This is an optimization exercise on Yosys and OpenROAD, whose aim is small area and a short achievable clock period, not a production implementation.
Only simulation tests tie the RTL to the original design; equivalence was not proved.

### design.v
module FIR1_MultiplyBlock (
  X,
  Y1,
  Y2,
  Y3,
  Y4,
  Y5,
  Y6,
  Y7,
  Y8,
  Y9,
  Y10,
  Y11,
  Y12,
  Y13,
  Y14,
  Y15,
  Y16,
  Y17,
  Y18,
  Y19,
	Y20,
	Y21,
	Y22,
	Y23
);
  input signed   [13:0] X;  
  output signed [13:0] Y2, Y4, Y6, Y8, Y10, Y14, Y16, Y18, Y20, Y22;
  output signed [17:0] Y1, Y23;
  output signed [20:0] Y3, Y21;
  output signed [22:0] Y5, Y19;
  output signed [23:0] Y7, Y17;
  output signed [25:0] Y9, Y15;
  output signed [27:0] Y11, Y12, Y13;
  wire signed [13:0] W1, W3, W5, W7, W9, W13, W15, W17, W19, W21;
  wire signed [17:0] W0, W22;
  wire signed [20:0] W2, W20;
  wire signed [22:0] W4, W18;
  wire signed [23:0] W6, W16;
  wire signed [25:0] W8, W14;
  wire signed [27:0] W10, W11, W12;
  assign Y1 = W0;
  assign Y2 = W1;
  assign Y3 = W2;
  assign Y4 = W3;
  assign Y5 = W4;
  assign Y6 = W5;
  assign Y7 = W6;
  assign Y8 = W7;
  assign Y9 = W8;
  assign Y10 = W9;
  assign Y11 = W10;
  assign Y12 = W11;
  assign Y13 = W12;
  assign Y14 = W13;
  assign Y15 = W14;
  assign Y16 = W15;
  assign Y17 = W16;
  assign Y18 = W17;
  assign Y19 = W18;
  assign Y20 = W19;
  assign Y21 = W20;
  assign Y22 = W21;
  assign Y23 = W22;
  wire signed [13:0] w0, w1;
  wire signed [15:0] w3, w4;
  wire signed [17:0] w12, w12_;
  wire signed [18:0] w21, w24;
  wire signed [19:0] w63, w64;
  wire signed [20:0] w84;
  wire signed [21:0] w252;
  wire signed [22:0] w315, w336, w337, w337_;
  wire signed [23:0] w1008;
  wire signed [25:0] w2693, w2693_, w2696;
  wire signed [26:0] w5071, w5386;
  wire signed [27:0] w10142, w16384;
  assign w1 = X;
  assign w0 = 0;
  assign w1008 = w63 << 4; 
  assign w10142 = w5071 << 1; 
  assign w12 = w3 << 2; 
  assign w12_ = -1 * w12; 
  assign w16384 = w1 << 14; 
  assign w21 = w24 - w3; 
  assign w24 = w3 << 3; 
  assign w252 = w63 << 2; 
  assign w2693 = w2696 - w3; 
  assign w2693_ = -1 * w2693;
  assign w2696 = w337 << 3; 
  assign w3 = w4 - w1; 
  assign w315 = w63 + w252;
  assign w336 = w21 << 4;
  assign w337 = w1 + w336;
  assign w337_ = -1 * w337;
  assign w4 = w1 << 2;
  assign w5071 = w5386 - w315;
  assign w5386 = w2693 << 1;
  assign w63 = w64 - w1;
  assign w64 = w1 << 6;
  assign w84 = w21 << 2;
  assign W0 = w12_; 
  assign W1 = w0; 
  assign W2 = w84; 
  assign W3 = w0; 
  assign W4 = w337_; 
  assign W5 = w0;
  assign W6 = w1008;
  assign W7 = w0;
  assign W8 = w2693_;
  assign W9 = w0;
  assign W10 = w10142;
  assign W11 = w16384;
  assign W12 = w10142;
  assign W13 = w0;
  assign W14 = w2693_;
  assign W15 = w0;
  assign W16 = w1008;
  assign W17 = w0;
  assign W18 = w337_;
  assign W19 = w0;
  assign W20 = w84;
  assign W21 = w0;
  assign W22 = w12_;
endmodule
module FIR1 (
    X,
    clk,
    Y,
    reset
);
  input   [13:0] X;
  input    clk;
  output  [13:0] Y;
  input    reset;
  reg [13:0] Y;
  wire [29:0] Y_in;
  always@(posedge clk or posedge reset) begin
    if(reset) begin
      Y <= 14'h0000;
    end  else begin
      Y <= Y_in[29:16];
    end
  end
  wire signed [13:0] multProducts1, multProducts3, multProducts5, multProducts7, multProducts9, multProducts13, multProducts15, multProducts17, multProducts19, multProducts21;
  wire signed [17:0] multProducts0, multProducts22;
  wire signed [20:0] multProducts2, multProducts20;
  wire signed [22:0] multProducts4, multProducts18;
  wire signed [23:0] multProducts6, multProducts16;
  wire signed [25:0] multProducts8, multProducts14;
  wire signed [27:0] multProducts10, multProducts11, multProducts12;
  FIR1_MultiplyBlock fir_multiply(
    .X(X),
    .Y1(multProducts0),
    .Y2(multProducts1),
    .Y3(multProducts2),
    .Y4(multProducts3),
    .Y5(multProducts4),
    .Y6(multProducts5),
    .Y7(multProducts6),
    .Y8(multProducts7),
    .Y9(multProducts8),
    .Y10(multProducts9),
    .Y11(multProducts10),
    .Y12(multProducts11),
    .Y13(multProducts12),
    .Y14(multProducts13),
    .Y15(multProducts14),
    .Y16(multProducts15),
    .Y17(multProducts16),
    .Y18(multProducts17),
    .Y19(multProducts18),
    .Y20(multProducts19),
    .Y21(multProducts20),
    .Y22(multProducts21),
    .Y23(multProducts22)
  );
  reg signed [17:0] firStep0, firStep1;
  reg signed [20:0] firStep2, firStep3;
  reg signed [22:0] firStep4, firStep5;
  reg signed [24:0] firStep6, firStep7;
  reg signed [26:0] firStep8, firStep9;
  reg signed [27:0] firStep10;
  reg signed [28:0] firStep11;
  reg signed [29:0] firStep12, firStep13, firStep14, firStep15, firStep16, firStep17, firStep18, firStep19, firStep20, firStep21;
  always@(posedge clk or posedge reset) begin
    if(reset) begin
      firStep0  <= 18'h00000;
      firStep1  <= 18'h00000;
      firStep2  <= 21'h000000;
      firStep3  <= 21'h000000;
      firStep4  <= 23'h000000;
      firStep5  <= 23'h000000;
      firStep6  <= 24'h000000;
      firStep7  <= 24'h000000;
      firStep8  <= 26'h0000000;
      firStep9  <= 26'h0000000;
      firStep10 <= 28'h0000000;
      firStep11 <= 29'h00000000;
      firStep12 <= 30'h00000000;
      firStep13 <= 30'h00000000;
      firStep14 <= 30'h00000000;
      firStep15 <= 30'h00000000;
      firStep16 <= 30'h00000000;
      firStep17 <= 30'h00000000;
      firStep18 <= 30'h00000000;
      firStep19 <= 30'h00000000;
	    firStep20 <= 30'h00000000;
	    firStep21 <= 30'h00000000;
    end
    else begin
      firStep0  <=  multProducts0;
      firStep1  <=  firStep0 + multProducts1;
      firStep2  <=  firStep1 + multProducts2;
      firStep3  <=  firStep2 + multProducts3;
      firStep4  <=  firStep3 + multProducts4;
      firStep5  <=  firStep4 + multProducts5;
      firStep6  <=  firStep5 + multProducts6;
      firStep7  <=  firStep6 + multProducts7;
      firStep8  <=  firStep7 + multProducts8;
      firStep9  <=  firStep8 + multProducts9;
      firStep10 <=  firStep9 + multProducts10;
      firStep11 <=  firStep10 + multProducts11;
      firStep12 <=  firStep11 + multProducts12;
      firStep13 <=  firStep12 + multProducts13;
      firStep14 <=  firStep13 + multProducts14;
      firStep15 <=  firStep14 + multProducts15;
      firStep16 <=  firStep15 + multProducts16;
      firStep17 <=  firStep16 + multProducts17;
	    firStep18 <=  firStep17 + multProducts18;
	    firStep19 <=  firStep18 + multProducts19;
	    firStep20 <=  firStep19 + multProducts20;
	    firStep21 <=  firStep20 + multProducts21;
    end
  end
  assign Y_in = firStep21+ multProducts22;
endmodule
### run.sh
#!/bin/bash
# synth_recipe.tcl (not shown) runs the flow's synth.tcl, then flattens the netlist and writes it again
# the make line also repeats each setting of config.mk as NAME=value (left out here)
make -C /OpenROAD-flow-scripts/flow DESIGN_CONFIG=/design/flow/config.mk WORK_HOME=/design/flow/orfs CLKGATE_MAP_FILE= SYNTH_SCRIPT=/design/flow/synth_recipe.tcl finish
### config.mk
export PLATFORM = sky130hd
export DESIGN_NAME = FIR1
export DESIGN_NICKNAME = FIR1
export VERILOG_FILES = /design/flow/design.v
export SDC_FILE = /design/flow/constraint.sdc
export NUM_CORES = 4
export LEC_CHECK = 0
export CAP_MARGIN = 20
export CORE_MARGIN = 2
export CORE_UTILIZATION = 40
export SLEW_MARGIN = 20
### constraint.sdc
create_clock -name core_clock -period 10.0 [get_ports {clk}]
set_input_delay 2.0000 -clock core_clock [delete_from_list [all_inputs] [get_ports {clk}]]
set_output_delay 2.0000 -clock core_clock [all_outputs]
set_load 0.01 [all_outputs]
==> notes.md <==
placed cells by master, fill, tap and decap left out, types with 22 or more instances in the layout:
cell and n:
sky130_fd_sc_hd__xnor2_1 277, sky130_fd_sc_hd__nand2b_1 25, sky130_fd_sc_hd__nor3_1 70, sky130_fd_sc_hd__dfrtp_1 581, sky130_fd_sc_hd__xor2_1 80, sky130_fd_sc_hd__xnor2_2 27, sky130_fd_sc_hd__clkbuf_16 69, sky130_fd_sc_hd__buf_4 542
sky130_fd_sc_hd__nand2_1 117, sky130_fd_sc_hd__nor2_1 183, sky130_fd_sc_hd__a21o_1 97, sky130_fd_sc_hd__o21a_1 45, sky130_fd_sc_hd__fa_1 29, sky130_fd_sc_hd__ha_1 372, sky130_fd_sc_hd__inv_1 188, sky130_fd_sc_hd__nand3_1 56
sky130_fd_sc_hd__clkdlybuf4s50_1 22, sky130_fd_sc_hd__nor2b_1 29, sky130_fd_sc_hd__a21oi_1 231, sky130_fd_sc_hd__o21bai_1 89, sky130_fd_sc_hd__a31oi_1 23, sky130_fd_sc_hd__o21ai_0 88
layout make-up:
type | count | area, sq um | area share
inverters | 200 | 757 | 0.0181
clock buffers | 88 | 1910 | 0.0457
multi-input cells | 2233 | 18300 | 0.438
clock inverters | 29 | 425 | 0.0102
diodes | 1 | 2.50 | 0.0000600
flip-flops and latches | 581 | 14500 | 0.348
repair buffers | 580 | 4480 | 0.107
well taps | 1070 | 1340 | 0.0321
routing by layer:
metal | routed length, um | global-route usage
met3 | 3160 | 0.0224
met2 | 37600 | 0.321
met1 | 40200 | 0.286
met5 | 0 | 0
met4 | 1720 | 0.0512
through the flow:
| stage | utilization | setup slack, ps | cells | hold slack [ps] |
|---|---|---|---|---|
| final | 0.511 | 280 | 4782 | 331 |
| after global routing | 0.511 | -35.7 | 4781 | 340 |
| after CTS | 0.502 | 0.870 | 4759 | 328 |
| after detailed placement | 0.470 | -1150 | 4635 | 335 |
| after global placement | 0.470 | -1010 | 4635 | 331 |
| after floorplan | - | 6.09 | 3028 | 331 |
kinds of logic (layout without fill, tap and decap cells):
kind of cell,after synthesis,in the layout,synth area share
mux,4,4,0.00137
simple gates,646,646,0.0986
xor+xnor,398,398,0.110
other cells,0,1,0
compound gates,760,760,0.154
fa+ha+maj,425,425,0.168
buf+inv,214,897,0.0249
flops,581,581,0.443
critical path, delay by kind of cell:
kind,cells,cell delay (ps)
adders and majority gates,7,1930
buffers and inverters,8,850
xor gates and xnor gates,5,690
and+or+nand+nor,9,2000
AOI/OAI and AO/OA,11,2740
registers in the layout, summed over array words and instances, names as in the netlist, 29 cells and up:
register,flops
firStep15,30
firStep14,30
firStep11,29
firStep17,30
firStep12,30
firStep13,30
firStep16,30
what timing repair did:
action,4_1_cts,5_1_grt
pin swaps,20,62
cloned,0,0
setup endpoints to repair,12,25
gates resized for setup,42,122
hold buffers,0,0
setup buffers,7,22
worst paths after layout:
kind                       slack, ps  cells past startpoint    startpoint            end
max                              280                     40          X[0]  firStep12[28]
min                              330                      0  firStep14[8]   firStep15[8]
max reg2reg                     5200                     15  firStep15[5]  firStep16[29]
min reg2reg                      330                      0  firStep14[8]   firStep15[8]
max in group asynchronous       6130                      4         reset  firStep11[14]
min in group asynchronous       1740                      2         reset   firStep20[7]
==> impl_metrics.sql <==
INSERT INTO impl_metrics (metric_group, metric, value, unit) VALUES
('detailed_routing', 'totalWireLength', '82600', 'um'),
('detailed_routing', 'drt_wl_cell', '17.3', 'um'),
('cells_and_area', 'ratio_of_cells_with_drive_above_1_in_the_final_layout', '0.232', ''),
('grt', 'grt_max_degree', '183', ''),
('timing', 'final.setup_skew', '31.0', 'ps'),
('logic_synthesis', 'yosys_most_used_dff', 'sky130_fd_sc_hd__dfrtp_1', ''),
('detailed_routing', 'vias_per_cell', '5.09', ''),
('logic_synthesis', 'mappedNetlistArea', '32900', 'sq um'),
('place', 'dpl.hpwl', '64400', 'um'),
('timing', 'report.final.hold_viol_count', '0', ''),
('worst_setup_path', 'critPathMaxStageDelay', '530', 'ps'),
('clock_network', 'cts.root.buffer_cell', 'sky130_fd_sc_hd__clkbuf_16', ''),
('place', 'place_congestion', '0.887', ''),
('clock_network', 'cts_max_path_buffers', '3', ''),
('logic_synthesis', 'synth.lib_cells_used.distinct', '107', ''),
('cells_and_area', 'post-route-cell-area', '41700', 'sq um'),
('logic_synthesis', 'ys_top_cells_by_count', '581 x sky130_fd_sc_hd__dfrtp_1, 391 x sky130_fd_sc_hd__ha_1, 297 x sky130_fd_sc_hd__xnor2_1, 246 x sky130_fd_sc_hd__a21oi_1, 195 x sky130_fd_sc_hd__inv_1', ''),
('clock_network', 'tritoncts.num_buffers', '67', ''),
('clock_network', 'number_of_sinks_handled_by_clock_tree_synthesis', '581', ''),
('logic_synthesis', 'synthesis.nets', '3464', ''),
('timing', 'actual_transition_at_the_worst_max_transition_pin', '1070', 'ps'),
('logic_synthesis', 'synth-seq-cells', '581', ''),
('timing', 'period_share', '0.972', ''),
('worst_setup_path', 'crit_path_max_fanout', '6', ''),
('logic_synthesis', 'yosys.area.top_type', 'sky130_fd_sc_hd__dfrtp_1', ''),
('logic_synthesis', 'yosysMostFrequentCell', 'sky130_fd_sc_hd__dfrtp_1', ''),
('clock_network', 'ctsHtreeMaxLevel', '3', ''),
('cells_and_area', 'filler_cell_count', '7258', ''),
('grt', 'grt_use_total', '0.199', ''),
('worst_setup_path', 'cp-start-kind', 'primary input', ''),
('die', 'num_io_pins', '30', ''),
('logic_synthesis', 'ys_warn_count', '1', ''),
('die', 'floorplan.die.height', '291', 'um'),
('status', 'result_of_the_run', 'complete, no violations', ''),
('die', 'core.rowCount', '105', ''),
('place', 'number_of_buffers_inserted_by_port_buffering', '29', ''),
('grt', 'grt_pass1_wl', '133000', 'um'),
('worst_setup_path', 'critical-path-slowest-cell', 'sky130_fd_sc_hd__or4_4', ''),
('timing', 'tns', '0', 'ps'),
('die', 'core_region_area', '81700', 'sq um'),
('worst_setup_path', 'critical_path_class', 'primary input to flip-flop', ''),
('detailed_routing', 'drc', '0', ''),
('detailed_routing', 'drt_first_iter_violations', '1277', ''),
('timing', 'timing.final.crit_period', '9720', 'ps'),
('worst_setup_path', 'critPathCaptureType', 'flip-flop', ''),
('worst_setup_path', 'worstPathRequired', '10500', 'ps'),
('detailed_routing', 'drt-pass1-iter-count', '8', ''),
('timing', 'worst_slew_margin_rel', '0.280', ''),
('clock_network', 'cts_tree', 'yes', ''),
('grt', 'number_of_antenna_violations_at_the_first_check_in_global_routing', '2', ''),
('grt', 'grt_remaining_overflow', '0', ''),
('logic_synthesis', 'synthDominantCellAreaShare', '0.443', ''),
('grt', 'number_of_global_route_vias_before_repair', '24900', ''),
('place', 'placed_area', '38400', 'sq um'),
('timing', 'final-setup-viol-count', '0', ''),
('detailed_routing', 'detail-route-antenna-nets', '0', ''),
('logic_synthesis', 'ys_async_sr_fraction', '1.00', ''),
('clock_network', 'clk_transition_reported_paths', '60', 'ps'),
('timing', 'slew_violations', '0', ''),
('worst_setup_path', 'critical_path.most_common_cell', 'sky130_fd_sc_hd__xnor2_2', ''),
('worst_hold_path', 'worst_hold_path_type', 'flip-flop to flip-flop', ''),
('timing', 'max_freq', '103', 'MHz'),
('logic_synthesis', 'postSynthAreaPerCell', '10.8', 'sq um'),
('cells_and_area', 'design.final.nets', '4099', ''),
('logic_synthesis', 'yosys-top-cells-area', 'sky130_fd_sc_hd__dfrtp_1 44%, sky130_fd_sc_hd__ha_1 15%, sky130_fd_sc_hd__xnor2_1 7.9%, sky130_fd_sc_hd__a21oi_1 3.7%, sky130_fd_sc_hd__xor2_1 2.3%', '');

[re-timing with driven ports]
No port has a modelled driver above. Below, the same layout with a new extraction and two added sets of constraints.
Step 1 (the two cells are an assumption about what drives the block):
set clk [get_ports {clk}]
set_driving_cell -lib_cell sky130_fd_sc_hd__clkbuf_16 $clk
set_driving_cell -lib_cell sky130_fd_sc_hd__buf_2 [delete_from_list [all_inputs] $clk]
Step 2 times the ports against the registers' clock, not the clock port: input delays grow and output delays shrink by t, the midpoint of the rising clock arrivals with the driver on.
a / b / c = ideal ports / drivers / drivers and shift; a / b = the first two.
t (ns): 0.661
slack for setup (ns): 0.280 / 0.270 / -0.391
hold slack, ns: 0.331 / 0.331 / 0.331
worst setup path at the end: input to register
worst slew at a driven data input, ns: 0.11
With both steps, setup timing fails in this run, where it was met with ideal ports. For this run, drivers alone change the setup slack by -0.010 ns; drivers and shift together by -0.671 ns.
